This is an optimization exercise on Yosys and OpenROAD, whose aim is small area, not a production implementation.
At most, simulation tests tie the RTL to the original design; equivalence was not proved.
Only the layout flow was run in run 7; the RTL was not checked for function there.
Power is estimated from default activity; no workload was simulated.

--- config.mk ---
export PLATFORM = sky130hd
export DESIGN_NAME = MIPScore
export DESIGN_NICKNAME = MIPScore
export VERILOG_FILES = /design/flow/design.v
export SDC_FILE = /design/flow/constraint.sdc
export NUM_CORES = 4
export LEC_CHECK = 0
export CAP_MARGIN = 20
export CORE_MARGIN = 2
export CORE_UTILIZATION = 40
export CTS_BUF_LIST = sky130_fd_sc_hd__clkbuf_8
export CTS_CLUSTER_DIAMETER = 60
export CTS_CLUSTER_SIZE = 16
export PLACE_DENSITY = 0.5
export SETUP_SLACK_MARGIN = 0.25
export SLEW_MARGIN = 20
export SYNTH_HIERARCHICAL = 1
--- constraint.sdc ---
create_clock -name core_clock -period 11.0 [get_ports {clk}]
set_input_delay 2.2000 -clock core_clock [delete_from_list [all_inputs] [get_ports {clk}]]
set_output_delay 2.2000 -clock core_clock [all_outputs]
set_load 0.01 [all_outputs]
--- flow/run.sh ---
#!/bin/bash
set -euo pipefail
bash standard.sh \
  "CTS_ARGS=-sink_clustering_enable -repair_clock_nets -sink_clustering_size 16 -sink_clustering_max_diameter 60 -buf_list sky130_fd_sc_hd__clkbuf_8 -dont_use_dummy_load" \
  "BUFFER_PORTS_ARGS=-buffer_cell sky130_fd_sc_hd__buf_1" \
  finish > flow_make.log 2>&1
--- design.v ---
module Decoder(
	input     [31:0] instr,
	output           memtoreg,    
	output           memwrite,    
	output           isbeq,       
	output           alusrcbimm,  
	output    [4:0]  destreg,     
	output           regwrite,    
	output           dojump,      
	output           alusub,      
	output    [1:0]  alusel       
);
	wire [5:0] op = instr[31:26];
	wire [5:0] funct = instr[5:0];
	assign memwrite   = op[5] & op[3];
	assign memtoreg   = op[5];
	assign isbeq      = op[2];
	assign dojump     = op[1] & ~op[0];
	assign alusrcbimm = op[0];
	assign regwrite   = (~op[2] & ~op[1]) | (op[5] & ~op[3]);
	assign destreg    = op[0] ? instr[20:16] : instr[15:11];
	assign alusub     = ~op[0] & (funct[1] | op[2]);
	assign alusel[1]  = ~op[0] & funct[2];
	assign alusel[0]  = ~op[0] & (funct[2] ? funct[0] : funct[3]);
endmodule
module Datapath(
	input         clk, reset,
	input         memtoreg,
	input         isbeq,
	input         alusrcbimm,
	input  [4:0]  destreg,
	input         regwrite,
	input         jump,
	input         alusub,
	input  [1:0]  alusel,
	output [31:0] pc,
	input  [31:0] instr,
	output [31:0] aluout,
	output [31:0] writedata,
	input  [31:0] readdata
);
	wire [31:0] srca, srcb, result;
	wire [31:0] signimm = {{16{instr[15]}}, instr[15:0]};
	wire [31:0] opb = alusrcbimm ? signimm : srcb;
	wire [31:0] bx = opb ^ {32{alusub}};
	wire [31:0] p = srca ^ bx;
	wire [31:0] g = srca & bx;
	wire [32:0] c;
	BlockCarry #(.N(32)) ac(.p(p), .g(g), .cin(alusub), .c(c));
	wire [31:0] sum = p ^ c[31:0];
	wire [31:0] lres = g | (p & {32{alusel[0]}});
	assign aluout = alusel[1] ? lres :
	                alusel[0] ? {31'b0, ~c[32]} : sum;
	assign writedata = srcb;
	assign result = memtoreg ? readdata : aluout;
	wire eq = &p;
	reg  [31:2] pcr;
	wire        taken = isbeq & eq;
	wire [29:0] boff = signimm[29:0] & {30{taken}};
	wire [29:0] bp = pcr ^ boff;
	wire [29:0] bg = pcr & boff;
	wire [30:0] bc;
	BlockCarry #(.N(30)) bcy(.p(bp), .g(bg), .cin(1'b1), .c(bc));
	wire [31:2] pcadd = bp ^ bc[29:0];
	wire [31:2] nextpc = jump ? {pcadd[31:28], instr[25:0]} : pcadd;
	always @(posedge clk)
		if (reset) pcr <= 30'h00100000;
		else       pcr <= nextpc;
	assign pc = {pcr, 2'b00};
	wire regwrite2 = ~isbeq & ~jump & ~(memtoreg & instr[29]);
	RegisterFile gpr(.clk(clk), .we(regwrite & ~reset), .we2(regwrite2 & ~reset), .ra1(instr[25:21]),
	                 .ra2(instr[20:16]), .wa(destreg), .wd(result),
	                 .rd1(srca), .rd2(srcb));
endmodule
module BlockCarry #(parameter N = 32) (
	input  [N-1:0] p, g,
	input          cin,
	output [N:0]   c
);
	wire [N-1:0] G, P;
	assign c[0] = cin;
	genvar i;
	generate
		for (i = 0; i < N; i = i + 1) begin : b
			if (i % 4 == 0) begin : s
				assign G[i] = g[i];
				assign P[i] = p[i];
			end else begin : r
				assign G[i] = g[i] | (p[i] & G[i-1]);
				assign P[i] = p[i] & P[i-1];
			end
			assign c[i+1] = G[i] | (P[i] & c[i - i % 4]);
		end
	endgenerate
endmodule
module RegisterFile(
	input         clk,
	input         we,
	input         we2,
	input  [4:0]  ra1, ra2, wa,
	input  [31:0] wd,
	output [31:0] rd1, rd2
);
	wire [31:0] r [1:31];
	wire [31:1] s1, s2;
	genvar i, b;
	generate
		for (i = 1; i < 32; i = i + 1) begin : g
			wire wen = we & (wa == i);
			wire hold = ~(we2 & (wa == i));
			assign s1[i] = (ra1 == i);
			assign s2[i] = (ra2 == i);
			reg  [31:0] q;
			wire [31:0] d;
			for (b = 0; b < 32; b = b + 1) begin : h
				RfAo22 u(.a1(q[b]), .a2(hold), .b1(wd[b]), .b2(wen), .y(d[b]));
			end
			always @(posedge clk)
				q <= d;
			assign r[i] = q;
		end
	endgenerate
	generate
		for (b = 0; b < 32; b = b + 1) begin : m
			wire [30:0] q;
			for (i = 1; i < 32; i = i + 1) begin : c
				assign q[i-1] = r[i][b];
			end
			RfMux31 p1(.q(q), .s(s1), .y(rd1[b]));
			RfMux31 p2(.q(q), .s(s2), .y(rd2[b]));
		end
	endgenerate
endmodule
module RfMux31(
	input  [30:0] q,
	input  [30:0] s,
	output        y
);
	wire [10:0] n;
	genvar k;
	generate
		for (k = 0; k < 10; k = k + 1) begin : a
			RfAoi222 u(.a1(q[3*k]), .a2(s[3*k]), .b1(q[3*k+1]), .b2(s[3*k+1]),
			           .c1(q[3*k+2]), .c2(s[3*k+2]), .y(n[k]));
		end
	endgenerate
	RfNand2 u10(.a(q[30]), .b(s[30]), .y(n[10]));
	wire p0, p1, p2;
	RfNand4 v0(.a(n[0]), .b(n[1]), .c(n[2]), .d(n[3]), .y(p0));
	RfNand4 v1(.a(n[4]), .b(n[5]), .c(n[6]), .d(n[7]), .y(p1));
	RfNand3 v2(.a(n[8]), .b(n[9]), .c(n[10]), .y(p2));
	RfOr3   w(.a(p0), .b(p1), .c(p2), .y(y));
endmodule
module RfAo22(input a1, a2, b1, b2, output y);
	assign y = (a1 & a2) | (b1 & b2);
endmodule
module RfAoi222(input a1, a2, b1, b2, c1, c2, output y);
	assign y = ~((a1 & a2) | (b1 & b2) | (c1 & c2));
endmodule
module RfNand2(input a, b, output y);
	assign y = ~(a & b);
endmodule
module RfNand3(input a, b, c, output y);
	assign y = ~(a & b & c);
endmodule
module RfNand4(input a, b, c, d, output y);
	assign y = ~(a & b & c & d);
endmodule
module RfOr3(input a, b, c, output y);
	assign y = a | b | c;
endmodule
module MIPScore(
	input clk,
	input reset,
	output [31:0] pc,
	input  [31:0] instr,
	output        memwrite,
	output [31:0] aluout, writedata,
	input  [31:0] readdata
);
	wire       memtoreg, alusrcbimm, regwrite, isbeq, dojump, alusub;
	wire [1:0] alusel;
	wire [4:0] destreg;
	Decoder decoder(.instr(instr), .memtoreg(memtoreg), .memwrite(memwrite),
	                .isbeq(isbeq), .alusrcbimm(alusrcbimm), .destreg(destreg),
	                .regwrite(regwrite), .dojump(dojump), .alusub(alusub),
	                .alusel(alusel));
	Datapath dp(.clk(clk), .reset(reset), .memtoreg(memtoreg), .isbeq(isbeq),
	            .alusrcbimm(alusrcbimm), .destreg(destreg), .regwrite(regwrite),
	            .jump(dojump), .alusub(alusub), .alusel(alusel),
	            .pc(pc), .instr(instr), .aluout(aluout),
	            .writedata(writedata), .readdata(readdata));
endmodule
--- standard.sh ---
#!/bin/bash
# synth_recipe.tcl (not shown) runs the flow's synth.tcl, then flattens the netlist and writes it again
# the make line also repeats each setting of config.mk as NAME=value (left out here)
make -C /OpenROAD-flow-scripts/flow DESIGN_CONFIG=/design/flow/config.mk WORK_HOME=/design/flow/orfs CLKGATE_MAP_FILE= SYNTH_SCRIPT=/design/flow/synth_recipe.tcl "${@:-finish}"
==> flow_summary.json, run 1 <==
{
  "min_path_type": "flop to flop",
  "period_needed_ns": 10.50,
  "gp_congestion": 0.970,
  "core_um2": 107000,
  "slew_headroom_pct": 18.4,
  "grt_max_degree": 44,
  "final.setup.tns_ns": 0,
  "drt_pass1_iterations": 13,
  "rsz0062_at_grt": "false",
  "grt_pass1_vias": 39500,
  "antenna_found_initial": 6,
  "ios": 163,
  "dp_slack_ns": 0.664,
  "cts.sinks": 1022,
  "syn_to_final_growth_pct": 14.3,
  "grt_usage_pct": 37.0,
  "rr_startpoint": "dp.gpr.g[10].q[1]$_DFF_P_",
  "drt-total-wl_mm": 215,
  "status": "finished clean",
  "start_util_pct": 40.3,
  "stdcell_count": 5640,
  "final_area_um2": 49200,
  "hold_buffers": 0,
  "hold_viol": 0,
  "drv_cap": 0,
  "avgSynthCellArea_um2": 11.2,
  "antenna_left": 0,
  "post-route-util_pct": 46.0,
  "drtIter0Drc": 8928,
  "critPathLaunchType": "input pin",
  "drive_above_1_share_pct": 11.7,
  "path_clk_slew_ns": 0.07,
  "die_area_um2": 110000,
  "max_freq_mhz": 95.2,
  "postPlaceCellArea_um2": 47600,
  "hold_slack_ns": 0.511,
  "power_leakage_nw": 18.5,
  "hpwl_mm": 133,
  "worstPathMaxFanout": 25,
  "grt_first_pass_wirelength_mm": 299,
  "r2r_cells": 22,
  "ff2ff_setup_slack_ns": 4.52,
  "cts_tree": "built",
  "crit_path_end_kind": "output pin",
  "h-tree-depth": 3,
  "dp.cells": 5524,
  "totalPowerFinal_mw": 9.24,
  "synth_warnings": 8,
  "arrival_ns": 8.30,
  "via_count": 42900,
  "rows": 120,
  "drc_errors": 0,
  "die_width_um": 332,
  "setup_ws_ns": 0.496,
  "finClkSkew_ns": 0.0814,
  "fin_nets": 4361,
  "netlist_area_um2": 43000,
  "clk_latency_ns": 0.82,
  "clockRootBuffer": "clkbuf_8",
  "synth_cells": 3843,
  "wire_per_inst_um": 38.1,
  "critPathLaunch": "instr[19]",
  "p_per_area_nw_per_um2": 188,
  "crit_end": "aluout[0]",
  "setup_viol": 0,
  "numPortBuffers": 159,
  "fp.dieH_um": 332,
  "worstPathRequired_ns": 8.80,
  "min_period_over_period_pct": 95.5,
  "ir_drop_mv": 0.132,
  "finalMaxSlewViolations": 0,
  "tightest_slew_ns": 1.22,
  "worstSetupPathType": "input pin to output pin",
  "ctsLongestPathBuffers": 3,
  "grt.overflow.total": 0,
  "post_drt_via_cell_ratio": 7.60,
  "cts_made_buffers": 99,
  "worstReg2RegEnd": "dp.pcr[24]$_SDFF_PP0_"
}
## routing by layer
| metal | global-route usage [%] | share of wire, % | vias up |
|---|---|---|---|
| met5 | 0 | 0.012 | - |
| met4 | 23.2 | 6.8 | 4 |
| met3 | 9.45 | 13 | 568 |
| met2 | 50.9 | 40 | 3295 |
| met1 | 51.2 | 40 | 21100 |
| li1 | - | - | 17900 |
## layout make-up
cell class | count | area [um^2]
Antenna cell | 6 | 15.0
Clock buffer | 99 | 1360
Inverter | 44 | 166
Fill cell | 10100 | 57700
Timing Repair Buffer | 351 | 2290
Sequential cell | 1022 | 20500
Multi-Input combinational cell | 2715 | 23200
Tap cell | 1403 | 1760
## worst min-delay path by stage
stage	cells after the start	slack [ns]	from	endpoint
6_report	1	0.51	dp.gpr.g[31].q[0]$_DFF_P_	dp.gpr.g[31].q[0]$_DFF_P_
5_1_grt	1	0.52	dp.gpr.g[2].q[1]$_DFF_P_	dp.gpr.g[2].q[1]$_DFF_P_
4_1_cts	1	0.51	dp.gpr.g[2].q[1]$_DFF_P_	dp.gpr.g[2].q[1]$_DFF_P_
3_5_place_dp	1	0.49	dp.gpr.g[10].q[6]$_DFF_P_	dp.gpr.g[10].q[6]$_DFF_P_
3_3_place_gp	1	0.49	dp.gpr.g[19].q[26]$_DFF_P_	dp.gpr.g[19].q[26]$_DFF_P_
2_1_floorplan	1	0.48	dp.gpr.g[10].q[0]$_DFF_P_	dp.gpr.g[10].q[0]$_DFF_P_
## what timing repair did
action | in CTS | in global routing
endpoints found under the setup margin | 0 | 5
setup buffers | 0 | 5
gates resized for setup | 0 | 1
## cells in the final DEF, fill, tap and decap left out, types with 24 or more instances in the layout
cell type / count
dfxtp_1: 1022
a22o_1: 992
a222oi_1: 640
buf_4: 177
buf_1: 158
nand4_1: 139
nand2_1: 116
clkbuf_8: 99
nor2_4: 89
nand3_1: 71
or3_1: 66
ha_1: 62
nor2_1: 58
xnor2_1: 47
inv_1: 42
a21o_1: 42
a21oi_1: 41
mux2i_1: 26
xor2_1: 26
nor3_1: 25
o21ai_1: 24
## registers in the layout, indices dropped and copies added (netlist names)
name	flops
dp.gpr.g.q	992
dp.pcr	30
## critical path, cell delays in order
cell and delay (ns):
buf_1 0.35, or3b_2 0.43, nor2_4 0.18, buf_12 0.22, a222oi_1 0.45, nand4_1 0.42, or3_1 0.52, mux2i_1 0.17
xnor2_1 0.14, ha_1 0.49, a21oi_1 0.14, o21ai_0 0.26, nand2_1 0.11, a31oi_2 0.51, a32oi_2 0.16, o31ai_2 0.43
a31o_2 0.26, a31o_1 0.15, nor2b_1 0.04, o31ai_1 0.29, nand2_1 0.19, buf_1 0.18
## report_power, final
part	switching, mW	internal (mW)	leakage [nW]	total (mW)
combinational	1.20	0.921	9.42	2.12
clock	1.34	0.797	0.712	2.13
sequential	0.564	4.42	8.40	4.99
==> run 2: changes to the inputs <==
==> config.mk (replaced) <==
export PLATFORM = sky130hd
export DESIGN_NAME = MIPScore
export DESIGN_NICKNAME = MIPScore
export VERILOG_FILES = /design/flow/design.v
export SDC_FILE = /design/flow/constraint.sdc
export NUM_CORES = 4
export LEC_CHECK = 0
export CAP_MARGIN = 5
export CORE_MARGIN = 2
export CORE_UTILIZATION = 40
export CTS_BUF_LIST = sky130_fd_sc_hd__clkbuf_8
export CTS_CLUSTER_DIAMETER = 60
export CTS_CLUSTER_SIZE = 16
export PLACE_DENSITY = 0.5
export SETUP_SLACK_MARGIN = 0.15
export SLEW_MARGIN = 5
export SYNTH_HIERARCHICAL = 1
==> run 2 against run 1 <==
Against the previous run: critical path depth unchanged; non-clock buffer count decreased by 13; core utilization shrank 0.32 points; via count increased by 0.45%; clock skew rose by 0.025 ns; clock-buffer cell count shrank 1; highest routed layer unchanged.
==> flow_summary.json, run 2 <==
{
  "wire_per_inst_um": 38.3,
  "worstPathMaxFanout": 25,
  "p_switching_mw": 3.09,
  "start_util_pct": 40.3,
  "critPathLaunchType": "input pin",
  "drt-total-wl_mm": 215,
  "ctsLongestPathBuffers": 3,
  "crit_path_end_kind": "output pin",
  "hpwl_mm": 132,
  "crit_end": "aluout[0]",
  "swShare_pct": 33.6,
  "via_count": 43100,
  "arrival_ns": 8.33,
  "synth_cells": 3843,
  "antenna_left": 0,
  "tightest_slew_ns": 1.28,
  "ff2ff_setup_slack_ns": 4.54,
  "finClkSkew_ns": 0.106,
  "cts.sinks": 1022,
  "avgSynthCellArea_um2": 11.2,
  "grt_first_pass_wirelength_mm": 300,
  "largestRegisters": "dp.gpr.g.q: 992 flops, dp.pcr: 30 flops",
  "rsz0062_at_grt": "false",
  "drtIter0Drc": 8906,
  "power.share.sequential_pct": 54.1,
  "p_per_area_nw_per_um2": 188,
  "path_clk_slew_ns": 0.05,
  "internal_power_mw": 6.12,
  "r2r_cells": 21,
  "worstSetupPathType": "input pin to output pin",
  "ir_drop_mv": 0.102,
  "dp.cells": 5519,
  "largest_register": "dp.gpr.g.q",
  "grt.overflow.total": 0,
  "worstPathCellList": "buf_1, or3b_2, nor2_4, buf_12, a222oi_1, nand4_1, or3_1, mux2i_1, xnor2_1, ha_1, a21oi_1, o21ai_0, nand2_1, a31oi_2, a32oi_2, o31ai_2, a31o_2, a31o_1, nor2b_1, o31ai_1, nand2_1, buf_1",
  "cp_slowest_stage_delay_ns": 0.53,
  "rows": 120,
  "grt_pass1_vias": 39700,
  "cts_tree": "built",
  "grt_usage_pct": 37.1,
  "largest_register_ffs": 992,
  "period_needed_ns": 10.53,
  "drive_above_1_share_pct": 11.4,
  "postPlaceCellArea_um2": 47500,
  "drc_errors": 0,
  "stdcell_count": 5623,
  "min_path_type": "flop to flop",
  "use_met2_pct": 52.0,
  "ios": 163,
  "p_comb_share_pct": 22.8,
  "h-tree-depth": 3,
  "grt_max_degree": 44,
  "p_clk_share_pct": 23.0,
  "num-fill-cells": 10200,
  "clk_latency_ns": 0.84,
  "met1_usage_pct": 51.7,
  "slew_headroom_pct": 14.3,
  "critPathLaunch": "instr[19]",
  "netlist_area_um2": 43000,
  "slowest_stage": "or3_1",
  "drv_cap": 0,
  "setup_viol": 0,
  "rr_startpoint": "dp.gpr.g[4].q[25]$_DFF_P_",
  "final_common_cell": "dfxtp_1",
  "grt_busiest_layer": "met2",
  "drt_pass1_iterations": 14,
  "global_route.usage.met3_pct": 8.99,
  "totalPowerFinal_mw": 9.21,
  "worstReg2RegEnd": "dp.pcr[24]$_SDFF_PP0_",
  "die_width_um": 332,
  "final_area_um2": 48900,
  "worstPathRequired_ns": 8.80,
  "gp_congestion": 0.970,
  "cts_made_buffers": 98,
  "die_area_um2": 110000,
  "clockRootBuffer": "clkbuf_8",
  "core_um2": 107000,
  "fin_nets": 4347,
  "post_drt_via_cell_ratio": 7.66,
  "final_cell_mix": "dfxtp_1 (1022), a22o_1 (992), a222oi_1 (640)",
  "hold_viol": 0,
  "syn_to_final_growth_pct": 13.5,
  "numPortBuffers": 159,
  "synth_warnings": 8,
  "fp.dieH_um": 332,
  "final.setup.tns_ns": 0,
  "status": "finished clean",
  "finalMaxSlewViolations": 0,
  "min_period_over_period_pct": 95.8,
  "max_freq_mhz": 94.9,
  "power_leakage_nw": 18.4,
  "antenna_found_initial": 8
}
[run 2: cell types whose count changed in the layout (fill, tap and decap cells not counted), sizes merged]
cell | previous run | this run
buf | 350 | 337
diode | 6 | 3
clkbuf | 100 | 99
[run 2: critical path, delay by kind of cell]
family	cells	cell delay [ns]
AO/OA/AOI/OAI	9	2.62
AND/OR/NAND/NOR	7	1.90
buffers and inverters	3	0.76
adder cells (fa/ha/maj)	1	0.49
multiplexers	1	0.20
XOR/XNOR	1	0.15
[run 2: final cells by class]
class	instances	area [um^2]	area share [%]
Multi-Input combinational cell	2715	23100	47.4
Inverter	44	166	0.341
Timing Repair Buffer	338	1980	4.05
Antenna cell	3	7.51	0.0154
Tap cell	1403	1760	3.59
Sequential cell	1022	20500	41.9
Clock buffer	98	1350	2.76
[run 2: worst min-delay path by stage]
stage / end / slack, ns / depth (start not counted) / startpoint
floorplan: dp.gpr.g[10].q[0]$_DFF_P_ / 0.48 / 1 / dp.gpr.g[10].q[0]$_DFF_P_
global placement: dp.gpr.g[19].q[26]$_DFF_P_ / 0.49 / 1 / dp.gpr.g[19].q[26]$_DFF_P_
detailed placement: dp.gpr.g[25].q[29]$_DFF_P_ / 0.49 / 1 / dp.gpr.g[25].q[29]$_DFF_P_
CTS: dp.gpr.g[1].q[9]$_DFF_P_ / 0.51 / 1 / dp.gpr.g[1].q[9]$_DFF_P_
global route: dp.gpr.g[26].q[8]$_DFF_P_ / 0.53 / 1 / dp.gpr.g[26].q[8]$_DFF_P_
finish: dp.gpr.g[1].q[9]$_DFF_P_ / 0.51 / 1 / dp.gpr.g[1].q[9]$_DFF_P_
[run 2: what timing repair did]
item | 4_1_cts | 5_1_grt
gates resized for setup | 0 | 0
endpoints found under the setup margin | 0 | 1
buffers inserted | 0 | 3
hold buffers | 0 | 0
[run 2: metal layers]
layer | vias up | routed length [um]
met3 | 586 | 27800
li1 | 17800 | -
met1 | 21300 | 87400
met4 | 2 | 13300
met2 | 3361 | 86900
met5 | - | 12
[run 2: metrics by stage]
step                      utilization [%]  setup slack [ns]  hold slack, ns
final                                45.7             0.466           0.511
after global placement               44.4             0.692           0.488
after global routing                 45.7             0.186           0.528
after floorplan                         -              1.93           0.477
after detailed placement             44.4             0.701           0.492
after CTS                            45.7             0.676           0.511
[run 2: power groups by stage]
stage / Clock (mW) / Sequential, mW / Combinational (mW)
4_1_cts: 2.13 / 4.96 / 2.05
6_report: 2.12 / 4.99 / 2.10
3_5_place_dp: 0 / 5.03 / 2.05
5_1_grt: 2.26 / 5.08 / 2.21
2_1_floorplan: 0 / 4.90 / 1.35
3_3_place_gp: 0 / 5.03 / 2.03
==> run 3: changes to the inputs <==
==> run.sh (new file) <==
#!/bin/bash
# synth_recipe.tcl (not shown) runs the flow's synth.tcl, then flattens the netlist and writes it again
# the make line also repeats each setting of config.mk as NAME=value (left out here)
make -C /OpenROAD-flow-scripts/flow DESIGN_CONFIG=/design/flow/config.mk WORK_HOME=/design/flow/orfs CLKGATE_MAP_FILE= SYNTH_SCRIPT=/design/flow/synth_recipe.tcl finish
removed: flow/run.sh
removed: standard.sh
==> run 3 against run 2 <==
Against the previous run: sequential power is essentially flat; maximum frequency shrank 1.8%; final area grew 5.4%; sequential share of layout area shrank 2.2 points; area after synthesis is the same; combinational power grew 9%; global-route usage shrank 0.41 points; non-clock buffer count grew 76; clock skew shrank 0.053 ns; register-to-register slack lost 0.29 ns; first-iteration DRC count shrank 0.33%; critical endpoint unchanged.
==> flow_summary.json, run 3 <==
{
  "status": "finished clean",
  "grt_pass1_vias": 40400,
  "dp.cells": 5592,
  "drtIter0Drc": 8877,
  "period_needed_ns": 10.73,
  "final.setup.tns_ns": 0,
  "grt_busiest_layer": "met2",
  "drt_pass1_iterations": 14,
  "gp_congestion": 0.930,
  "worstSetupPathType": "input pin to output pin",
  "clk_latency_ns": 0.83,
  "die_width_um": 332,
  "use_met2_pct": 52.2,
  "path_clk_slew_ns": 0.08,
  "power.share.sequential_pct": 50.2,
  "largest_register_ffs": 992,
  "drv_cap": 0,
  "finalMaxSlewViolations": 0,
  "synth_warnings": 8,
  "setup_viol": 0,
  "netlist_area_um2": 43000,
  "internal_power_mw": 6.60,
  "grt.overflow.total": 0,
  "worstPathCellList": "clkdlybuf4s50_1, or3_1, nor2_4, a222oi_1, nand4_1, or3_1, ha_1, a21oi_2, o2bb2ai_2, a2111oi_4, a31oi_4, a32oi_2, o31ai_2, buf_4, a31o_2, a31o_1, nor2b_1, o31ai_1, buf_4, nand2_1, clkdlybuf4s50_1",
  "synth_cells": 3843,
  "ir_drop_mv": 0.135,
  "syn_to_final_growth_pct": 19.7,
  "p_switching_mw": 3.33,
  "slowest_stage": "clkdlybuf4s50_1",
  "clockRootBuffer": "clkbuf_8",
  "antenna_left": 0,
  "drive_above_1_share_pct": 14.4,
  "crit_path_end_kind": "output pin",
  "largest_register": "dp.gpr.g.q",
  "final_cell_mix": "dfxtp_1 (1022), a22o_1 (992), a222oi_1 (640)",
  "p_per_area_nw_per_um2": 193,
  "rsz0062_at_grt": "false",
  "seq_area_um2": 20500,
  "tightest_slew_ns": 1.31,
  "max_freq_mhz": 93.2,
  "critPathLaunchType": "input pin",
  "fin_nets": 4421,
  "post_drt_via_cell_ratio": 7.50,
  "hold_viol": 0,
  "swShare_pct": 33.5,
  "slew_headroom_pct": 12.3,
  "met1_usage_pct": 50.3,
  "min_period_over_period_pct": 97.6,
  "power_leakage_nw": 19.6,
  "via_count": 43300,
  "core_um2": 107000,
  "stdcell_count": 5774,
  "cts.sinks": 1022,
  "h-tree-depth": 3,
  "arrival_ns": 8.53,
  "min_path_type": "flop to flop",
  "start_util_pct": 40.3,
  "rows": 120,
  "num-fill-cells": 10000,
  "cts_made_buffers": 96,
  "hold_buffers": 0,
  "drc_errors": 0,
  "wire_per_inst_um": 36.8,
  "antenna_found_initial": 8,
  "r2r_cells": 21,
  "final_common_cell": "dfxtp_1",
  "cp_slowest_stage_delay_ns": 0.65,
  "grt_first_pass_wirelength_mm": 300,
  "global_route.usage.met3_pct": 8.87,
  "post-route-util_pct": 48.2,
  "whs_path_depth": 1,
  "ios": 163,
  "fp.dieH_um": 332,
  "ctsLongestPathBuffers": 3,
  "multi_input_area_um2": 23200,
  "cts_tree": "built",
  "avgSynthCellArea_um2": 11.2,
  "p_comb_share_pct": 23.1,
  "worstPathRequired_ns": 8.80,
  "drt-total-wl_mm": 212,
  "p_clk_share_pct": 26.7,
  "numPortBuffers": 159,
  "die_area_um2": 110000,
  "worstPathMaxFanout": 16,
  "largestRegisters": "dp.gpr.g.q: 992 flops, dp.pcr: 30 flops",
  "grt_max_degree": 44,
  "ff2ff_setup_slack_ns": 4.25,
  "hpwl_mm": 132,
  "grt_usage_pct": 36.7,
  "finClkSkew_ns": 0.0532
}
## run 3: path summary, 6_finish.rpt
| kind | startpoint | end |
|---|---|---|
| worst max register to register | dp.gpr.g[4].q[1]$_DFF_P_ | dp.pcr[24]$_SDFF_PP0_ |
| worst max-delay path | instr[24] | aluout[0] |
| worst min-delay path | dp.gpr.g[31].q[0]$_DFF_P_ | dp.gpr.g[31].q[0]$_DFF_P_ |
| worst min register to register | dp.gpr.g[31].q[0]$_DFF_P_ | dp.gpr.g[31].q[0]$_DFF_P_ |
## run 3: timing repair
item                       in CTS  in global routing
resized for setup               0                 16
setup endpoints to repair       2                  6
pin swaps                       1                  6
setup buffers                   2                  4
## run 3: final cells by class
cell class | count | area share (%)
Antenna cell | 4 | 0.0194
Sequential cell | 1022 | 39.7
Tap cell | 1403 | 3.41
Timing Repair Buffer | 414 | 7.35
Clock inverter | 72 | 1.46
Inverter | 44 | 0.323
Multi-Input combinational cell | 2715 | 45.0
Clock buffer | 100 | 2.67
## run 3: layer usage
layer  vias up  share of wire, %
met5         -             0.033
met4         8               6.5
met3       550                12
met2      3170                41
met1     21500                41
li1      18100                 -
## run 3: power by group through the flow
stage          clock, mW  combinational (mW)  sequential (mW)
5_1_grt             2.82                2.41             5.08
4_1_cts             2.68                2.24             4.96
3_3_place_gp           0                2.22             5.02
3_5_place_dp           0                2.23             5.03
2_1_floorplan          0                1.35             4.90
6_report            2.65                2.29             4.98
## run 3: critical path, delay by kind of cell
| kind | cells | cell delay [ns] |
|---|---|---|
| AO/OA/AOI/OAI | 10 | 2.24 |
| adder cells (fa/ha/maj) | 1 | 0.37 |
| buffers and inverters | 4 | 1.57 |
| AND/OR/NAND/NOR | 6 | 2.14 |
## run 3: stage by stage
stage / hold slack (ns) / power (mW) / worst slack, ns / cell area, um^2
CTS: 0.515 / 9.88 / 0.226 / 51400
floorplan: 0.477 / 6.25 / 1.93 / 43100
finish: 0.516 / 9.93 / 0.268 / 51500
global placement: 0.488 / 7.24 / 0.0947 / 49200
global route: 0.529 / 10.3 / 0.141 / 51500
detailed placement: 0.492 / 7.27 / 0.0781 / 49200
==> run 4: changes to the inputs <==
==> config.mk (replaced) <==
export PLATFORM = sky130hd
export DESIGN_NAME = MIPScore
export DESIGN_NICKNAME = MIPScore
export VERILOG_FILES = /design/flow/design.v
export SDC_FILE = /design/flow/constraint.sdc
export NUM_CORES = 4
export LEC_CHECK = 0
export CAP_MARGIN = 20
export CORE_MARGIN = 2
export CORE_UTILIZATION = 40
export CTS_BUF_LIST = sky130_fd_sc_hd__clkbuf_8
export CTS_CLUSTER_DIAMETER = 60
export CTS_CLUSTER_SIZE = 16
export PLACE_DENSITY = 0.5
export SETUP_SLACK_MARGIN = 0.25
export SLEW_MARGIN = 20
export SYNTH_HIERARCHICAL = 1
==> run 4 against run 3 <==
Against the previous run: worst setup slack better by 0.14 ns; non-clock buffer count is 9 higher; global-route usage decreased by 0.076 points; hold slack worse by 0.00083 ns; synthesized cell count unchanged.
==> flow_summary.json, run 4 <==
{
  "final.setup.tns_ns": 0,
  "final_cell_mix": "dfxtp_1 (1022), a22o_1 (992), a222oi_1 (640)",
  "power_leakage_nw": 19.7,
  "dp_slack_ns": 0.148,
  "finalMaxSlewViolations": 0,
  "antenna_found_initial": 3,
  "ios": 163,
  "die_area_um2": 110000,
  "worstSetupPathType": "input pin to output pin",
  "grt_pass1_vias": 40600,
  "hpwl_mm": 133,
  "drtIter0Drc": 8533,
  "synth_cells": 3843,
  "grt_max_degree": 44,
  "die_width_um": 332,
  "syn_to_final_growth_pct": 20.1,
  "worstPathRequired_ns": 8.80,
  "ir_drop_mv": 0.113,
  "tightest_slew_ns": 1.21,
  "p_per_area_nw_per_um2": 191,
  "postPlaceCellArea_um2": 49300,
  "max_freq_mhz": 94.4,
  "fp.dieH_um": 332,
  "min_path_type": "flop to flop",
  "num-fill-cells": 9957,
  "rows": 120,
  "setup_viol": 0,
  "numPortBuffers": 159,
  "final_common_cell": "dfxtp_1",
  "drv_cap": 0,
  "grt_usage_pct": 36.6,
  "post_drt_via_cell_ratio": 7.47,
  "crit_path_end_kind": "output pin",
  "cp_num_buf_inv": 4,
  "status": "finished clean",
  "min_period_over_period_pct": 96.3,
  "ctsLongestPathBuffers": 3,
  "fin_nets": 4430,
  "gp_congestion": 0.930,
  "worstPathMaxFanout": 12,
  "h-tree-depth": 3,
  "grt_first_pass_wirelength_mm": 299,
  "path_clk_slew_ns": 0.09,
  "drt_pass1_iterations": 14,
  "critPathLaunchType": "input pin",
  "drc_errors": 0,
  "arrival_ns": 8.39,
  "via_count": 43100,
  "clk_latency_ns": 0.83,
  "core_um2": 107000,
  "critical_path.top_delay_family": "compound AO/OA/AOI/OAI gates",
  "finClkSkew_ns": 0.0560,
  "largestRegisters": "dp.gpr.g.q: 992 flops, dp.pcr: 30 flops",
  "slowest_stage": "clkdlybuf4s50_1",
  "wire_per_inst_um": 36.7,
  "clockRootBuffer": "clkbuf_8",
  "cts.sinks": 1022,
  "synth_warnings": 8,
  "avgSynthCellArea_um2": 11.2,
  "grt.overflow.total": 0,
  "netlist_area_um2": 43000,
  "hold_buffers": 0,
  "slew_headroom_pct": 19.3,
  "start_util_pct": 40.3,
  "drive_above_1_share_pct": 14.7,
  "cts_tree": "built",
  "largest_register_ffs": 992,
  "largest_register": "dp.gpr.g.q",
  "drt-total-wl_mm": 212,
  "antenna_left": 0,
  "rsz0062_at_grt": "false",
  "worstPathCellList": "clkdlybuf4s50_1, or3b_2, nor2_4, a222oi_1, nand4_1, or3_1, ha_1, a21oi_2, o2bb2ai_2, a2111oi_4, a31oi_4, a32oi_2, o31ai_2, buf_4, a31o_2, buf_4, a21o_2, nor3_1, o21ai_1, nand2_1, clkdlybuf4s50_1",
  "final_area_um2": 51700,
  "hold_viol": 0,
  "setup_ws_ns": 0.409,
  "cp_slowest_stage_delay_ns": 0.66,
  "cts_made_buffers": 96,
  "period_needed_ns": 10.59
}
run 4: layer usage:
layer | track usage, % | routed length (um) | vias to the layer above
met5 | 0 | 0 | -
met4 | 21.9 | 14100 | 0
met3 | 9.38 | 24900 | 549
met2 | 51.9 | 86200 | 3070
met1 | 49.7 | 86600 | 21500
li1 | - | - | 18100
run 4: timing repair:
| action | CTS | global route |
|---|---|---|
| gates resized for setup | 3 | 19 |
| buffers inserted | 2 | 2 |
| endpoints found under the setup margin | 4 | 12 |
| pin swaps | 1 | 8 |
run 4: final cells by class:
type | count | area [um^2] | share of cell area (%)
clock buffer | 100 | 1380 | 2.66
timing repair buffer | 423 | 4010 | 7.75
tap | 1403 | 1760 | 3.40
clock inverter | 66 | 691 | 1.34
sequential | 1022 | 20500 | 39.6
multi-input combinational | 2715 | 23200 | 44.9
antenna | 2 | 5.00 | 0.00968
inverter | 44 | 166 | 0.322
run 4: path summary, 6_finish.rpt:
check / start / end / slack, ns / cells after the start
worst min register to register: dp.gpr.g[31].q[14]$_DFF_P_ / dp.gpr.g[31].q[14]$_DFF_P_ / 0.51 / 1
worst max-delay path: instr[24] / aluout[31] / 0.41 / 21
worst max register to register: dp.gpr.g[22].q[1]$_DFF_P_ / dp.pcr[24]$_SDFF_PP0_ / 4.16 / 21
worst min-delay path: dp.gpr.g[31].q[14]$_DFF_P_ / dp.gpr.g[31].q[14]$_DFF_P_ / 0.51 / 1
run 4: metrics by stage:
step                      power [mW]  utilization, %  instances  hold slack [ns]
after floorplan                 6.25               -       3846            0.477
after global placement          7.24            46.1       5592            0.488
after detailed placement        7.27            46.1       5595            0.493
after CTS                       9.83            48.1       5763            0.518
after global routing            10.3            48.3       5774            0.528
final                           9.89            48.3       5775            0.515
run 4: report_power, final:
part	leakage (nW)	internal [mW]	switching [mW]
logic	10.3	1.09	1.22
registers	8.40	4.42	0.563
clock network	1.06	1.07	1.53
total	19.7	6.58	3.31
==> run 5: changes to the inputs <==
==> flow/run.sh (new file) <==
#!/bin/bash
set -euo pipefail
bash standard.sh \
  "CTS_ARGS=-sink_clustering_enable -repair_clock_nets -sink_clustering_size 16 -sink_clustering_max_diameter 80 -buf_list sky130_fd_sc_hd__clkbuf_8 -dont_use_dummy_load" \
  "BUFFER_PORTS_ARGS=-buffer_cell sky130_fd_sc_hd__buf_1" \
  finish > flow_make.log 2>&1
==> standard.sh (new file) <==
#!/bin/bash
# synth_recipe.tcl (not shown) runs the flow's synth.tcl, then flattens the netlist and writes it again
# the make line also repeats each setting of config.mk as NAME=value (left out here)
make -C /OpenROAD-flow-scripts/flow DESIGN_CONFIG=/design/flow/config.mk WORK_HOME=/design/flow/orfs CLKGATE_MAP_FILE= SYNTH_SCRIPT=/design/flow/synth_recipe.tcl "${@:-finish}"
==> config.mk (replaced) <==
export PLATFORM = sky130hd
export DESIGN_NAME = MIPScore
export DESIGN_NICKNAME = MIPScore
export VERILOG_FILES = /design/flow/design.v
export SDC_FILE = /design/flow/constraint.sdc
export NUM_CORES = 4
export LEC_CHECK = 0
export CAP_MARGIN = 5
export CORE_MARGIN = 2
export CORE_UTILIZATION = 48
export CTS_BUF_LIST = sky130_fd_sc_hd__clkbuf_8
export CTS_CLUSTER_DIAMETER = 80
export CTS_CLUSTER_SIZE = 16
export PLACE_DENSITY = 0.6
export SETUP_SLACK_MARGIN = 0.15
export SLEW_MARGIN = 5
export SYNTH_HIERARCHICAL = 1
removed: run.sh
==> run 5 against run 4 <==
Against the previous run: clock power is 29% lower; die area down 16%; sequential share of layout area rose by 3.1 points; worst setup slack lost 0.12 ns; still clean; clock skew increased by 0.0069 ns; first-iteration DRC count grew 4.0%.
==> flow_summary.json, run 5 <==
{
  "status": "finished clean",
  "post-route-util_pct": 54.1,
  "grt_first_pass_wirelength_mm": 279,
  "hold_buffers": 0,
  "hold_viol": 0,
  "cp_slowest_stage_delay_ns": 0.84,
  "cts_made_buffers": 74,
  "drt-total-wl_mm": 198,
  "final_cell_mix": "dfxtp_1 (1022), a22o_1 (992), a222oi_1 (640)",
  "rows": 109,
  "netlist_area_um2": 43000,
  "drt_pass1_iterations": 14,
  "numPortBuffers": 159,
  "r2r_cells": 20,
  "min_period_over_period_pct": 97.4,
  "num-fill-cells": 7968,
  "max_freq_mhz": 93.3,
  "ir_drop_mv": 0.117,
  "antenna_found_initial": 6,
  "drive_above_1_share_pct": 10.3,
  "min_path_type": "flop to flop",
  "syn_to_final_growth_pct": 11.4,
  "start_util_pct": 48.6,
  "cts_tree": "built",
  "final_common_cell": "dfxtp_1",
  "drtIter0Drc": 8877,
  "power.share.sequential_pct": 56.0,
  "tightest_slew_ns": 1.28,
  "fin_nets": 4302,
  "wire_per_inst_um": 37.1,
  "p_switching_mw": 2.97,
  "final_area_um2": 48000,
  "ios": 163,
  "clk_latency_ns": 0.77,
  "critical_path.top_delay_family": "simple AND/OR/NAND/NOR gates",
  "min_from": "dp.gpr.g[31].q[26]$_DFF_P_",
  "crit_path_end_kind": "output pin",
  "gp_congestion": 0.983,
  "via_count": 42700,
  "grt_usage_pct": 41.1,
  "largest_register": "dp.gpr.g.q",
  "finalMaxSlewViolations": 0,
  "cts.sinks": 1022,
  "p_per_area_nw_per_um2": 185,
  "worstReg2RegEnd": "dp.pcr[24]$_SDFF_PP0_",
  "rr_startpoint": "dp.gpr.g[13].q[24]$_DFF_P_",
  "rsz0062_at_grt": "false",
  "largestRegisters": "dp.gpr.g.q: 992 flops, dp.pcr: 30 flops",
  "slew_headroom_pct": 14.5,
  "slowest_stage": "nor2_4",
  "largest_register_ffs": 992,
  "swShare_pct": 33.4,
  "worstPathRequired_ns": 8.80,
  "antenna_left": 0,
  "cp_common_cell": "buf_1",
  "setup_ws_ns": 0.286,
  "avgSynthCellArea_um2": 11.2,
  "post_drt_via_cell_ratio": 7.99,
  "path_clk_slew_ns": 0.10,
  "hpwl_mm": 120,
  "drv_cap": 0,
  "final.setup.tns_ns": 0,
  "die_area_um2": 92100,
  "p_comb_share_pct": 23.1,
  "worstPathCellList": "buf_1, or3b_2, nor2_4, a222oi_1, nand4_1, or3_1, mux2i_1, xnor2_1, ha_1, nand3_1, nor4_1, o21ai_0, a31oi_4, a32oi_2, o31ai_2, a31o_2, a31o_1, nor2b_1, o31ai_1, buf_4, nand2_1, buf_1",
  "period_needed_ns": 10.71,
  "worstSetupPathType": "input pin to output pin",
  "synth_cells": 3843,
  "min_to": "dp.gpr.g[31].q[26]$_DFF_P_",
  "synth_warnings": 8,
  "critPathLaunchType": "input pin",
  "grt_max_degree": 44,
  "whs_path_depth": 1,
  "power_leakage_nw": 18.1,
  "worstPathMaxFanout": 23,
  "arrival_ns": 8.51,
  "internal_power_mw": 5.92,
  "p_clk_share_pct": 20.8,
  "die_width_um": 303,
  "grt.overflow.total": 0,
  "ctsLongestPathBuffers": 3,
  "h-tree-depth": 3,
  "ff2ff_setup_slack_ns": 4.03,
  "dp_slack_ns": 0.555,
  "postPlaceCellArea_um2": 46900,
  "grt_pass1_vias": 39100,
  "drc_errors": 0,
  "clockRootBuffer": "clkbuf_8",
  "setup_viol": 0,
  "finClkSkew_ns": 0.0629,
  "cp_num_buf_inv": 3,
  "fp.dieH_um": 303,
  "core_um2": 88600
}
## run 5: worst reg2reg max path: stages, from the launching register on
cell and delay [ns]:
dfxtp_1 0.34, a222oi_1 0.46, nand4_1 0.39, or3_1 0.58
a21oi_1 0.21, xnor2_1 0.09, ha_1 0.43, nand4_1 0.47
or4_1 1.08, nor4_1 0.51, ha_1 0.34, a211oi_2 0.29
o21ai_2 0.14, a32oi_2 0.25, a2bb2oi_2 0.29, o21ai_1 0.15
a21o_1 0.23, a31o_1 0.23, xor2_1 0.14, mux2i_1 0.14
nor2_1 0.05
## run 5: timing repair
action | in CTS | in global routing
buffers inserted | 0 | 2
resized for setup | 0 | 2
setup endpoints to repair | 0 | 3
## run 5: layout make-up
type                            count  area (um^2)  share of cell area (%)
Multi-Input combinational cell   2715        23000                    48.0
Sequential cell                  1022        20500                    42.7
Timing Repair Buffer              317         1820                    3.80
Tap cell                         1165         1460                    3.04
Clock buffer                       74         1020                    2.12
Inverter                           44          165                   0.344
Antenna cell                        4         10.0                  0.0209
## run 5: layer usage
metal | part of all wire (%) | routed length [um] | vias up | global-route usage, %
met2 | 40 | 78900 | 3523 | 57.1
met1 | 39 | 76800 | 20800 | 55.0
li1 | - | - | 17700 | -
met3 | 14 | 28500 | 632 | 13.3
met5 | 0.0066 | 13 | - | 0.104
met4 | 7.1 | 14200 | 2 | 25.5
## run 5: power groups by stage
stage	registers (mW)	logic, mW	clock network, mW
after floorplan	4.90	1.35	0
after global placement	5.02	1.96	0
after detailed placement	5.03	1.99	0
after CTS	4.95	1.99	1.86
after global routing	5.07	2.16	1.99
final	4.98	2.06	1.85
## run 5: stage by stage
step / power [mW] / instances / hold slack, ns
after floorplan: 6.25 / 3846 / 0.477
final: 8.89 / 5341 / 0.518
after detailed placement: 7.02 / 5261 / 0.493
after global placement: 6.97 / 5261 / 0.488
after global routing: 9.22 / 5338 / 0.533
after CTS: 8.80 / 5335 / 0.517
## run 5: worst max path at each step
stage / from / endpoint / slack (ns) / cells after the start
after floorplan: instr[16] / aluout[31] / 1.93 / 18
after CTS: instr[17] / aluout[0] / 0.53 / 23
after global routing: instr[19] / aluout[31] / 0.22 / 23
after detailed placement: instr[17] / aluout[0] / 0.56 / 23
after global placement: instr[17] / aluout[0] / 0.61 / 23
final: instr[16] / aluout[0] / 0.29 / 22
==> run 6: changes to the inputs <==
--- a/config.mk
+++ b/config.mk
@@ -7,11 +7,11 @@
 export LEC_CHECK = 0
 export CAP_MARGIN = 5
 export CORE_MARGIN = 2
-export CORE_UTILIZATION = 48
+export CORE_UTILIZATION = 52
 export CTS_BUF_LIST = sky130_fd_sc_hd__clkbuf_8
 export CTS_CLUSTER_DIAMETER = 80
 export CTS_CLUSTER_SIZE = 16
-export PLACE_DENSITY = 0.6
+export PLACE_DENSITY = 0.62
 export SETUP_SLACK_MARGIN = 0.15
 export SLEW_MARGIN = 5
 export SYNTH_HIERARCHICAL = 1
==> run 6 against run 5 <==
Against the previous run: clock skew up 0.036 ns; clock-buffer cell count up 1; first-iteration DRC count up 3.3%; non-clock buffer count up 5; register-to-register slack worse by 0.12 ns; critical endpoint unchanged; sequential power about the same; combinational power about the same; global-route usage up 3.8 points; hold slack better by 0.00076 ns.
==> flow_summary.json, run 6 <==
{
  "grt_pass1_vias": 42000,
  "avgSynthCellArea_um2": 11.2,
  "power_leakage_nw": 18.0,
  "hold_viol": 0,
  "setup_viol": 0,
  "tightest_slew_ns": 1.38,
  "drc_errors": 0,
  "die_area_um2": 85100,
  "clk_latency_ns": 0.75,
  "finalMaxSlewViolations": 0,
  "dp.cells": 5173,
  "seq_area_um2": 20500,
  "grt.overflow.total": 0,
  "wire_per_inst_um": 38.1,
  "largestRegisters": "dp.gpr.g.q: 992 flops, dp.pcr: 30 flops",
  "cts_resized": 0,
  "hold_slack_ns": 0.519,
  "gp_congestion": 1.04,
  "ctsLongestPathBuffers": 3,
  "syn_to_final_growth_pct": 10.9,
  "finClkSkew_ns": 0.0988,
  "worstPathCellList": "buf_1, nand3b_1, nor2_4, buf_4, a222oi_1, nand4_1, or3_1, mux2i_1, xnor2_1, ha_1, and4_1, o21ai_0, a31oi_2, a32oi_2, o31ai_2, a31o_2, a31o_1, nor2b_1, o31ai_1, nand2_1, buf_1",
  "worstPathRequired_ns": 8.80,
  "final_cell_mix": "dfxtp_1 (1022), a22o_1 (992), a222oi_1 (640)",
  "die_width_um": 292,
  "drt-total-wl_mm": 200,
  "synth_cells": 3843,
  "via_count": 43800,
  "cts.sinks": 1022,
  "largest_register": "dp.gpr.g.q",
  "path_clk_slew_ns": 0.08,
  "internal_power_mw": 5.94,
  "num-fill-cells": 6897,
  "crit_path_end_kind": "output pin",
  "rows": 105,
  "drive_above_1_share_pct": 10.1,
  "ir_drop_mv": 0.118,
  "start_util_pct": 52.5,
  "slew_headroom_pct": 7.50,
  "drv_cap": 0,
  "p_switching_mw": 2.96,
  "grt_first_pass_wirelength_mm": 287,
  "worstPathMaxFanout": 19,
  "synth_warnings": 8,
  "drt_pass1_iterations": 13,
  "cp_slowest_stage_delay_ns": 0.80,
  "ios": 163,
  "grt_max_degree": 48,
  "antenna_found_initial": 11,
  "h-tree-depth": 3,
  "hpwl_mm": 125,
  "final.setup.tns_ns": 0,
  "postCtsSetupBuffers": 0,
  "hold_buffers": 0,
  "stdcell_count": 5257,
  "multi_input_area_um2": 22900,
  "slowest_stage": "nor2_4",
  "p_comb_share_pct": 23.4,
  "cp_num_buf_inv": 3,
  "numPortBuffers": 159,
  "arrival_ns": 8.53,
  "cts_tree": "built",
  "status": "finished clean",
  "antenna_left": 0,
  "dp_slack_ns": 0.633,
  "min_period_over_period_pct": 97.6,
  "max_freq_mhz": 93.2,
  "p_clk_share_pct": 20.5,
  "rsz0062_at_grt": "false",
  "critical_path.top_delay_family": "compound AO/OA/AOI/OAI gates",
  "period_needed_ns": 10.73,
  "final_common_cell": "dfxtp_1",
  "core_um2": 82000,
  "power.share.sequential_pct": 56.1,
  "setup_ws_ns": 0.267,
  "grt_usage_pct": 44.9,
  "fin_nets": 4308,
  "cts_made_buffers": 75,
  "worstSetupPathType": "input pin to output pin",
  "min_path_type": "flop to flop",
  "fp.dieH_um": 292,
  "post_drt_via_cell_ratio": 8.33,
  "drtIter0Drc": 9173,
  "p_per_area_nw_per_um2": 186,
  "cp_common_cell": "buf_1",
  "critPathLaunchType": "input pin",
  "swShare_pct": 33.3,
  "largest_register_ffs": 992,
  "totalPowerFinal_mw": 8.90,
  "netlist_area_um2": 43000,
  "clockRootBuffer": "clkbuf_8"
}
run 6: cell type report:
class,instances,area share [%]
Clock buffer,75,2.16
Timing Repair Buffer,322,3.87
Multi-Input combinational cell,2715,47.9
Inverter,44,0.346
Tap cell,1070,2.80
Sequential cell,1022,42.8
Antenna cell,9,0.0472
run 6: final timing paths:
path | startpoint | end | slack (ns) | cells past startpoint
max | instr[16] | aluout[0] | 0.27 | 21
min | dp.gpr.g[31].q[23]$_DFF_P_ | dp.gpr.g[31].q[23]$_DFF_P_ | 0.52 | 1
max reg2reg | dp.gpr.g[22].q[1]$_DFF_P_ | dp.pcr[24]$_SDFF_PP0_ | 3.91 | 21
min reg2reg | dp.gpr.g[31].q[23]$_DFF_P_ | dp.gpr.g[31].q[23]$_DFF_P_ | 0.52 | 1
run 6: power by group through the flow:
stage | Sequential [mW] | Combinational [mW] | Clock, mW
6_report | 4.99 | 2.08 | 1.83
5_1_grt | 5.07 | 2.18 | 1.95
4_1_cts | 4.96 | 2.00 | 1.82
3_5_place_dp | 5.05 | 2.00 | 0
3_3_place_gp | 4.97 | 1.93 | 0
2_1_floorplan | 4.90 | 1.35 | 0
run 6: per-stage QoR:
stage,instance area [um^2],utilization (%)
global placement,46700,56.9
detailed placement,46700,56.9
finish,47800,58.3
global route,47700,58.2
CTS,47700,58.2
floorplan,43100,-
run 6: worst reg2reg max path: stages, from the launching register on:
cell	delay, ns
dfxtp_1	0.34
a222oi_1	0.40
nand4_1	0.35
or3_1	0.57
mux2i_1	0.20
xnor2_1	0.10
ha_1	0.31
buf_4	0.21
nand4_1	0.57
or4_1	1.11
nor4_1	0.44
ha_1	0.34
a211oi_2	0.28
o21ai_2	0.14
a32oi_2	0.31
a2bb2oi_2	0.30
o21ai_1	0.16
a21o_1	0.24
a31o_1	0.23
xor2_1	0.14
mux2i_1	0.15
nor2_1	0.06
run 6: layer usage:
metal | part of all wire (%) | GRT usage (%) | routed length (um) | vias to the layer above
met1 | 36 | 57.6 | 72100 | 21200
li1 | - | - | - | 17700
met5 | 0.020 | 0 | 40 | -
met3 | 16 | 15.2 | 31200 | 787
met4 | 7.4 | 29.1 | 14800 | 6
met2 | 41 | 64.5 | 82100 | 4034
==> run 7: changes to the inputs <==
--- a/design.v
+++ b/design.v
@@ -55,14 +55,14 @@
 	assign result = memtoreg ? readdata : aluout;
 	wire eq = &p;
 	reg  [31:2] pcr;
-	wire        taken = isbeq & eq;
-	wire [29:0] boff = signimm[29:0] & {30{taken}};
-	wire [29:0] bp = pcr ^ boff;
-	wire [29:0] bg = pcr & boff;
+	wire [31:2] pcinc = pcr + 30'd1;
+	wire [29:0] bp = pcr ^ signimm[29:0];
+	wire [29:0] bg = pcr & signimm[29:0];
 	wire [30:0] bc;
 	BlockCarry #(.N(30)) bcy(.p(bp), .g(bg), .cin(1'b1), .c(bc));
-	wire [31:2] pcadd = bp ^ bc[29:0];
-	wire [31:2] nextpc = jump ? {pcadd[31:28], instr[25:0]} : pcadd;
+	wire [31:2] pcbranch = bp ^ bc[29:0];
+	wire [31:2] nextpc = jump ? {pcinc[31:28], instr[25:0]} :
+	                     (isbeq & eq) ? pcbranch : pcinc;
 	always @(posedge clk)
 		if (reset) pcr <= 30'h00100000;
 		else       pcr <= nextpc;
@@ -101,7 +101,8 @@
 	input  [31:0] wd,
 	output [31:0] rd1, rd2
 );
-	wire [31:0] r [1:31];
+	reg  [31:0] r [1:31];
+	wire [31:0] d [1:31];
 	wire [31:1] s1, s2;
 	genvar i, b;
 	generate
@@ -110,14 +111,11 @@
 			wire hold = ~(we2 & (wa == i));
 			assign s1[i] = (ra1 == i);
 			assign s2[i] = (ra2 == i);
-			reg  [31:0] q;
-			wire [31:0] d;
 			for (b = 0; b < 32; b = b + 1) begin : h
-				RfAo22 u(.a1(q[b]), .a2(hold), .b1(wd[b]), .b2(wen), .y(d[b]));
+				RfAo22 u(.a1(r[i][b]), .a2(hold), .b1(wd[b]), .b2(wen), .y(d[i][b]));
 			end
 			always @(posedge clk)
-				q <= d;
-			assign r[i] = q;
+				r[i] <= d[i];
 		end
 	endgenerate
 	generate
==> run.sh (new file) <==
#!/bin/bash
# synth_recipe.tcl (not shown) runs the flow's synth.tcl, then flattens the netlist and writes it again
# the make line also repeats each setting of config.mk as NAME=value (left out here)
make -C /OpenROAD-flow-scripts/flow DESIGN_CONFIG=/design/flow/config.mk WORK_HOME=/design/flow/orfs CLKGATE_MAP_FILE= SYNTH_SCRIPT=/design/flow/synth_recipe.tcl finish
==> config.mk (replaced) <==
export PLATFORM = sky130hd
export DESIGN_NAME = MIPScore
export DESIGN_NICKNAME = MIPScore
export VERILOG_FILES = /design/flow/design.v
export SDC_FILE = /design/flow/constraint.sdc
export NUM_CORES = 4
export LEC_CHECK = 0
export CAP_MARGIN = 20
export CORE_MARGIN = 2
export CORE_UTILIZATION = 45
export CTS_BUF_LIST = sky130_fd_sc_hd__clkbuf_8
export PLACE_DENSITY = 0.6
export SLEW_MARGIN = 20
export SYNTH_HIERARCHICAL = 1
removed: flow/run.sh
removed: standard.sh
==> run 7 against run 6 <==
Against the previous run: the layout now fails its checks (negative setup slack); critical path depth up 1; register-to-register slack better by 0.98 ns; first-iteration DRC count up 9.1%; final area up 10%; power up 19%; cell count up 9.4%; critical path type unchanged.
==> flow_summary.json, run 7 <==
{
  "status": "complete, but fails checks",
  "so_faults": "negative setup slack",
  "hold_slack_ns": 0.508,
  "final_area_um2": 52500,
  "drt_pass1_iterations": 14,
  "slowest_stage": "nor2_2",
  "synth_warnings": 10,
  "clockRootBuffer": "clkbuf_8",
  "synth_cells": 3893,
  "post-route-util_pct": 54.4,
  "numPortBuffers": 159,
  "h-tree-depth": 4,
  "rsz0062_at_grt": "false",
  "gp_congestion": 0.991,
  "die_width_um": 316,
  "path_clk_slew_ns": 0.06,
  "largestRegisters": "dp.gpr.r: 992 flops, dp.pcr: 30 flops",
  "setup_viol": 1,
  "drtIter0Drc": 10000,
  "tightest_slew_ns": 1.26,
  "grt_first_pass_wirelength_mm": 287,
  "final_cell_mix": "dfxtp_1 (1022), a22o_1 (992), a222oi_1 (640)",
  "cts_made_buffers": 174,
  "p_per_area_nw_per_um2": 201,
  "finalMaxSlewViolations": 0,
  "hold_viol": 0,
  "num-fill-cells": 8597,
  "wire_per_inst_um": 35.5,
  "slew_headroom_pct": 15.8,
  "min_period_over_period_pct": 100,
  "min_path_type": "flop to flop",
  "rr_startpoint": "dp.gpr.r[16][8]$_DFF_P_",
  "min_to": "dp.gpr.r[31][7]$_DFF_P_",
  "period_needed_ns": 11.04,
  "worstReg2RegEnd": "dp.gpr.r[15][0]$_DFF_P_",
  "fin_nets": 4473,
  "largest_register_ffs": 992,
  "dp_slack_ns": 0.0882,
  "cp_slowest_stage_delay_ns": 0.88,
  "r2r_cells": 18,
  "max_freq_mhz": 90.5,
  "hpwl_mm": 125,
  "via_count": 44400,
  "power_leakage_nw": 20.0,
  "fp.dieH_um": 316,
  "totalPowerFinal_mw": 10.6,
  "hold_buffers": 0,
  "arrival_ns": 8.84,
  "setup_ws_ns": -0.0437,
  "min_from": "dp.gpr.r[31][7]$_DFF_P_",
  "crit_path_end_kind": "output pin",
  "core_um2": 96600,
  "critPathLaunchType": "input pin",
  "cp_common_cell": "clkdlybuf4s50_1",
  "worstPathMaxFanout": 11,
  "grt.overflow.total": 0,
  "antenna_found_initial": 11,
  "drive_above_1_share_pct": 14.4,
  "antenna_left": 0,
  "worstPathCellList": "clkdlybuf4s50_1, nand3b_1, buf_4, buf_12, nor2_2, a222oi_1, nand4_1, or3_1, mux2i_1, xnor2_1, ha_1, nand2_1, nor4_1, o21ai_2, a31oi_2, a32oi_2, o31ai_2, a31o_2, a31o_1, o21ai_0, a221o_1, clkdlybuf4s50_1",
  "largest_register": "dp.gpr.r",
  "clk_latency_ns": 0.89,
  "grt_pass1_vias": 41100,
  "final_common_cell": "dfxtp_1",
  "ir_drop_mv": 0.156,
  "start_util_pct": 45.4,
  "finClkSkew_ns": 0.0381,
  "drv_cap": 0,
  "drt-total-wl_mm": 204,
  "die_area_um2": 99800,
  "whs_path_depth": 1,
  "grt_max_degree": 55,
  "ctsLongestPathBuffers": 3,
  "post_drt_via_cell_ratio": 7.71,
  "worstSetupPathType": "input pin to output pin",
  "ios": 163,
  "drc_errors": 0,
  "avgSynthCellArea_um2": 11.3,
  "rows": 114,
  "syn_to_final_growth_pct": 20.0,
  "ff2ff_setup_slack_ns": 4.89,
  "cts.sinks": 1022,
  "worstPathRequired_ns": 8.80,
  "cts_tree": "built",
  "netlist_area_um2": 43800,
  "grt_usage_pct": 39.0,
  "postPlaceCellArea_um2": 48800
}
run 7: cell types whose count changed in the layout (fill, tap and decap cells not counted), sizes merged, moves of 20 or more:
cell,change
clkbuf,+142
buf,-143
clkdlybuf4s50,+156
a221o,+23
nor3b,+21
a32oi,-20
mux2,+22
a31oi,-20
run 7: worst max path at each step:
stage / end / start / cells past startpoint / slack [ns]
6_report: aluout[0] / instr[16] / 22 / -0.04
5_1_grt: aluout[31] / instr[20] / 22 / 0.01
4_1_cts: aluout[0] / instr[16] / 20 / 0.04
3_5_place_dp: aluout[0] / instr[16] / 20 / 0.09
3_3_place_gp: aluout[0] / instr[16] / 20 / 0.11
2_1_floorplan: aluout[31] / instr[16] / 18 / 1.84
run 7: area by class of cell:
type                            instances  area [um^2]  area share [%]
Timing Repair Buffer                  335         3140            5.98
Tap cell                             1276         1600            3.04
Inverter                                8         30.0          0.0572
Antenna cell                            6         15.0          0.0286
Sequential cell                      1022        20500            38.9
Clock inverter                         83          515           0.981
Multi-Input combinational cell       2803        23800            45.3
Clock buffer                          218         3000            5.71
run 7: what timing repair did:
action,CTS,global route
setup buffers,0,4
gates resized for setup,0,10
setup endpoints to repair,0,12
run 7: report_power, final:
group	internal, mW	switching, mW
clock network	1.87	1.62
logic	1.00	1.16
registers	4.38	0.529
total	7.26	3.31
run 7: layer usage:
metal	routed length (um)	GRT usage (%)	up-vias	share of wire (%)
met2	81200	53.6	3697	40
met4	13900	25.1	8	6.8
met5	236	1.18	-	0.12
met3	28900	11.6	631	14
met1	79700	52.8	21600	39
li1	-	-	18400	-
run 7: through the flow:
step | setup TNS (ns) | std cells
floorplan | 0 | 3896
global placement | 0 | 5424
detailed placement | 0 | 5430
CTS | 0 | 5731
global route | 0 | 5746
finish | -0.0437 | 5751
run 7: critical path, delay by kind of cell:
family | cells | cell delay (ns)
compound gates | 9 | 2.35
buf+inv | 4 | 1.50
simple gates | 6 | 2.04
mux | 1 | 0.10
xor+xnor | 1 | 0.17
fa+ha+maj | 1 | 0.44

[separate check: timing with driven ports]
The results above use ideal ports. As a check the final layouts listed here were re-extracted and re-timed, cells and wires unchanged. Step 1, drivers: a clkbuf_16 drives clk and a buf_2 each remaining input, both assumed. Step 2 moves the port delays by t, midway between the first and last clock arrival at a register: inputs arrive t later, outputs are due t later. That takes back most of the time a late clock gives input paths. Slacks: ideal / step 1 / step 2; pairs: ideal / step 1.
| run | shift t [ns] | slack for setup (ns) | worst hold slack (ns) | clock arrival spread, ns |
|---|---|---|---|---|
| run 1 | 0.856 | 0.496 / 0.471 / 0.471 | 0.511 / 0.511 / 0.511 | 0.082 / 0.082 |
| run 2 | 0.859 | 0.466 / 0.439 / 0.439 | 0.511 / 0.511 / 0.511 | 0.106 / 0.106 |
| run 3 | 0.880 | 0.268 / 0.237 / 0.237 | 0.516 / 0.516 / 0.516 | 0.053 / 0.054 |
| run 4 | 0.871 | 0.409 / 0.380 / 0.380 | 0.515 / 0.515 / 0.515 | 0.056 / 0.056 |
| run 5 | 0.803 | 0.286 / 0.257 / 0.257 | 0.518 / 0.518 / 0.518 | 0.063 / 0.063 |
| run 6 | 0.777 | 0.267 / 0.243 / 0.243 | 0.519 / 0.519 / 0.519 | 0.098 / 0.099 |
| run 7 | 0.937 | -0.044 / -0.070 / -0.070 | 0.508 / 0.508 / 0.508 | 0.038 / 0.038 |
The setup slack of run 3, which loses most, moves by -0.031 ns with the drivers and by -0.031 ns with both steps.
